This design comes from an exercise in tuning for small area and a short achievable clock period on the open sky130 flow, not from production work.
Only simulation tests tie the RTL to the original design; equivalence was not proved.
The clock port is modelled as an ideal driver; clocking choices that lean on that would not hold on a real chip.

==> flow/design.v <==
module fir_cpa #(parameter N = 18) (
    input wire [N-1:0] a,
    input wire [N-1:0] b,
    output wire [N-1:0] s
);
    localparam integer M = (N + 1) / 2;                  
    localparam integer TOP = (M > 16) ? 16 : (M > 8) ? 8 : (M > 4) ? 4 : (M > 2) ? 2 : 1;   
    reg [N-1:0] g, p;
    reg [M-1:0] pg, pp;   
    reg [N:0] c;          
    integer d, i, k;
    always @(*) begin
        g = a & b;
        p = a ^ b;
        for (k = 0; k < M; k = k + 1)
            if (2 * k + 1 < N) begin
                pg[k] = g[2*k+1] | (p[2*k+1] & g[2*k]);
                pp[k] = p[2*k+1] & p[2*k];
            end else begin
                pg[k] = g[2*k];
                pp[k] = p[2*k];
            end
        for (d = 1; d < M; d = d * 2)
            for (k = 2 * d - 1; k < M; k = k + 2 * d) begin
                pg[k] = pg[k] | (pp[k] & pg[k-d]);
                pp[k] = pp[k] & pp[k-d];
            end
        for (d = TOP; d >= 1; d = d / 2)
            for (k = 3 * d - 1; k < M; k = k + 2 * d) begin
                pg[k] = pg[k] | (pp[k] & pg[k-d]);
                pp[k] = pp[k] & pp[k-d];
            end
        c = {(N+1){1'b0}};
        c[1] = g[0];
        for (k = 0; 2 * k + 2 <= N; k = k + 1)
            c[2*k+2] = pg[k];
        for (i = 2; i < N; i = i + 2)
            c[i+1] = g[i] | (p[i] & (g[i-1] | (p[i-1] & g[i-2])))
                   | (p[i] & p[i-1] & p[i-2] & c[i-2]);
    end
    assign s = p ^ c[N-1:0];
endmodule
module fir_filter_top #(
    parameter WIDTH = 16,
    parameter TAPS = 8,
    parameter COEFF_SUM = 20
) (
    input wire clk,
    input wire rst,
    input wire signed [WIDTH-1:0] x_in,
    output wire signed [WIDTH+3:0] y_out_raw,
    output wire signed [WIDTH+3:0] y_out
);
    function [5:0] dstep(input [4:0] r, input b);
        begin
            dstep[5] = r[3] | r[4] | (r[2] & b);
            dstep[0] = b ? r[2] : r[0];
            dstep[1] = b ? r[0] : r[3];
            dstep[2] = b ? r[3] : r[1];
            dstep[3] = b ? r[1] : r[4];
            dstep[4] = b ? r[4] : r[2];
        end
    endfunction
    reg signed [15:0] xh0;         
    reg signed [15:0] xd [1:3];    
    reg [15:0] xn4;                
    reg signed [17:0] bh0;         
    reg signed [17:0] bd [1:4];    
    reg [17:0] bn5;                
    reg [4:1] vld;                 
    wire [17:0] ba_x = bh0;
    wire [17:0] ba_y = {{2{xh0[15]}}, xh0};
    wire [17:0] ba_z = {{2{xn4[15]}}, xn4};
    wire [17:0] ba_s = ba_x ^ ba_y ^ ba_z;
    wire [17:0] ba_c = (ba_x & ba_y) | (ba_x & ba_z) | (ba_y & ba_z);
    wire [17:0] bsum;
    fir_cpa #(.N(18)) b_add (.a(ba_s), .b({ba_c[16:0], 1'b1}), .s(bsum));
    always @(posedge clk or posedge rst) begin
        if (rst) begin
            xh0 <= 16'sd0;
            xn4 <= {16{1'b1}};
            bh0 <= 18'sd0;
            bn5 <= {18{1'b1}};
            vld <= 4'd0;
        end else begin
            xh0 <= x_in;
            xn4 <= ~(xd[3] & {16{vld[3]}});
            bh0 <= bsum;
            bn5 <= ~(bd[4] & {18{vld[4]}});
            vld <= {vld[3:1], 1'b1};
        end
    end
    integer i;
    always @(posedge clk) begin
        xd[1] <= xh0;
        for (i = 2; i < 4; i = i + 1) xd[i] <= xd[i-1];
        bd[1] <= bh0;
        for (i = 2; i < 5; i = i + 1) bd[i] <= bd[i-1];
    end
    reg signed [19:0] s2, s1, yraw;
    wire [19:0] sa_x = s2;
    wire [19:0] sa_y = {{2{bh0[17]}}, bh0};
    wire [19:0] sa_z = {{2{bn5[17]}}, bn5};
    wire [19:0] sa_s = sa_x ^ sa_y ^ sa_z;
    wire [19:0] sa_c = (sa_x & sa_y) | (sa_x & sa_z) | (sa_y & sa_z);
    wire [19:0] snext;
    fir_cpa #(.N(20)) s_add (.a(sa_s), .b({sa_c[18:0], 1'b1}), .s(snext));
    always @(posedge clk or posedge rst) begin
        if (rst) begin
            s2 <= 20'sd0;
            s1 <= 20'sd0;
            yraw <= 20'sd0;
        end else begin
            s2 <= snext;
            s1 <= s2;
            yraw <= s1;
        end
    end
    localparam SPLIT = 8;
    reg [4:0] ra [0:SPLIT];
    reg [SPLIT-1:0] qa;
    reg [5:0] ta;
    integer ka;
    always @(*) begin
        case (s2[19:18])
            2'b00:   ra[0] = 5'b00001;   
            2'b01:   ra[0] = 5'b00010;   
            2'b10:   ra[0] = 5'b01000;   
            default: ra[0] = 5'b10000;   
        endcase
        for (ka = 0; ka < SPLIT; ka = ka + 1) begin
            ta = dstep(ra[ka], s2[17-ka]);
            qa[SPLIT-1-ka] = ta[5];
            ra[ka+1] = ta[4:0];
        end
    end
    reg [SPLIT-1:0] qh;
    reg [4:0] rh;
    always @(posedge clk or posedge rst) begin
        if (rst) begin
            qh <= {SPLIT{1'b0}};
            rh <= 5'b00001;
        end else begin
            qh <= qa;
            rh <= ra[SPLIT];
        end
    end
    reg [4:0] rb [SPLIT:16];
    reg [15-SPLIT:0] qb;
    reg [5:0] tb;
    integer kb;
    always @(*) begin
        rb[SPLIT] = rh;
        for (kb = SPLIT; kb < 16; kb = kb + 1) begin
            tb = dstep(rb[kb], s1[17-kb]);
            qb[15-kb] = tb[5];
            rb[kb+1] = tb[4:0];
        end
    end
    wire inc = s1[19] & ((|s1[1:0]) | ~rb[16][0]);
    wire [15:0] fq = {qh, qb};
    wire [3:0] nib_ones = {&fq[15:12], &fq[11:8], &fq[7:4], &fq[3:0]};
    wire [3:0] nib_c = {inc & nib_ones[0] & nib_ones[1] & nib_ones[2],
                        inc & nib_ones[0] & nib_ones[1], inc & nib_ones[0], inc};
    wire [15:0] cy;
    assign cy[0] = nib_c[0];
    assign cy[1] = nib_c[0] & fq[0];
    assign cy[2] = nib_c[0] & fq[0] & fq[1];
    assign cy[3] = nib_c[0] & fq[0] & fq[1] & fq[2];
    assign cy[4] = nib_c[1];
    assign cy[5] = nib_c[1] & fq[4];
    assign cy[6] = nib_c[1] & fq[4] & fq[5];
    assign cy[7] = nib_c[1] & fq[4] & fq[5] & fq[6];
    assign cy[8] = nib_c[2];
    assign cy[9] = nib_c[2] & fq[8];
    assign cy[10] = nib_c[2] & fq[8] & fq[9];
    assign cy[11] = nib_c[2] & fq[8] & fq[9] & fq[10];
    assign cy[12] = nib_c[3];
    assign cy[13] = nib_c[3] & fq[12];
    assign cy[14] = nib_c[3] & fq[12] & fq[13];
    assign cy[15] = nib_c[3] & fq[12] & fq[13] & fq[14];
    wire [15:0] q = fq ^ cy;
    wire sneg = s1[19] & ~((&s1[18:5]) & (s1[4:0] >= 5'd13));
    reg [15:0] ydiv;
    reg ysgn;
    always @(posedge clk or posedge rst) begin
        if (rst) begin
            ydiv <= 16'd0;
            ysgn <= 1'b0;
        end else begin
            ydiv <= q;
            ysgn <= sneg;
        end
    end
    assign y_out_raw = yraw;
    assign y_out = {{3{ysgn}}, ydiv[15], ydiv};
endmodule
export LEC_CHECK = 0
export ABC_AREA = 1
export CAP_MARGIN = 20
export CORE_MARGIN = 2
export CORE_UTILIZATION = 40
export SLEW_MARGIN = 20
create_clock -name core_clock -period 10.0 [get_ports {clk}]
standard.sh (not shown) runs the stock make flow with config.mk's settings and CLKGATE_MAP_FILE= SYNTH_SCRIPT=/design/flow/synth_recipe.tcl, a recipe that flattens the netlist after the stock synthesis.
==> flow/flow/run.sh <==
#!/bin/bash
# The standard layout flow, with small port buffers, a clock tree built
# from one buffer type without dummy loads, and after CTS a setup repair that
# aims for a 3.05 ns period (the SDC keeps the design's 10 ns clock).
set -euo pipefail
bash standard.sh \
  "BUFFER_PORTS_ARGS=-buffer_cell sky130_fd_sc_hd__buf_1" \
  "CTS_ARGS=-sink_clustering_enable -repair_clock_nets -buf_list sky130_fd_sc_hd__clkbuf_8 -root_buf sky130_fd_sc_hd__clkbuf_16 -sink_clustering_size 19 -sink_clustering_max_diameter 60 -dont_use_dummy_load" \
  "POST_CTS_TCL=$PWD/flow/post_cts.tcl" \
  finish > standard.log 2>&1
==> flow/flow/post_cts.tcl <==
estimate_parasitics -placement
repair_timing -setup -setup_margin 7.0 -repair_tns 100
detailed_placement
Next try:
--- a/flow/design.v
+++ b/flow/design.v
@@ -180,18 +180,11 @@
     assign cy[14] = nib_c[3] & fq[12] & fq[13];
     assign cy[15] = nib_c[3] & fq[12] & fq[13] & fq[14];
     wire [15:0] q = fq ^ cy;
-    wire sneg = s1[19] & ~((&s1[18:5]) & (s1[4:0] >= 5'd13));
     reg [15:0] ydiv;
-    reg ysgn;
     always @(posedge clk or posedge rst) begin
-        if (rst) begin
-            ydiv <= 16'd0;
-            ysgn <= 1'b0;
-        end else begin
-            ydiv <= q;
-            ysgn <= sneg;
-        end
+        if (rst) ydiv <= 16'd0;
+        else     ydiv <= q;
     end
     assign y_out_raw = yraw;
-    assign y_out = {{3{ysgn}}, ydiv[15], ydiv};
+    assign y_out = {{4{ydiv[15]}}, ydiv};
 endmodule
=> Synthesized area decreases by 0.49%. Final cell count decreases by 0.41%. Design area decreases by 0.51%. Worst setup slack degrades by 36 ps. Clock skew decreases by 14 ps. Count of clock-buffer cells in the layout decreases by 1. Die area decreases by 0.48%.

## static timing again, ports no longer ideal
In the flow no input, the clock included, has a driving cell. The finished layouts below were timed again as built, in two steps. Step 1 sets driving cells, clkbuf_16 on the clock port and buf_2 on the other inputs (assumed; they add their load-dependent delay and slew). Step 2 also shifts input and output timing later by t, the mid clock arrival at the registers, as if the neighbouring blocks saw the same clock. a / b / c = ideal / step 1 / step 2; a / b = the first two.
run | t (ns) | setup slack, ns | worst hold slack (ns) | worst data-port slew with drivers (ns) | pins driven straight from the clock port
the first run | 0.509 | 6.997 / 6.955 / 6.716 | 0.311 / 0.311 / 0.311 | 0.03 | 1
the second run | 0.503 | 6.962 / 6.919 / 6.708 | 0.278 / 0.278 / 0.278 | 0.03 | 1
After both steps setup and hold are still met in every run listed. The setup slack of the first run, which loses most, moves by -0.042 ns with the drivers and by -0.281 ns with both steps. Setup slack includes reset recovery checks.
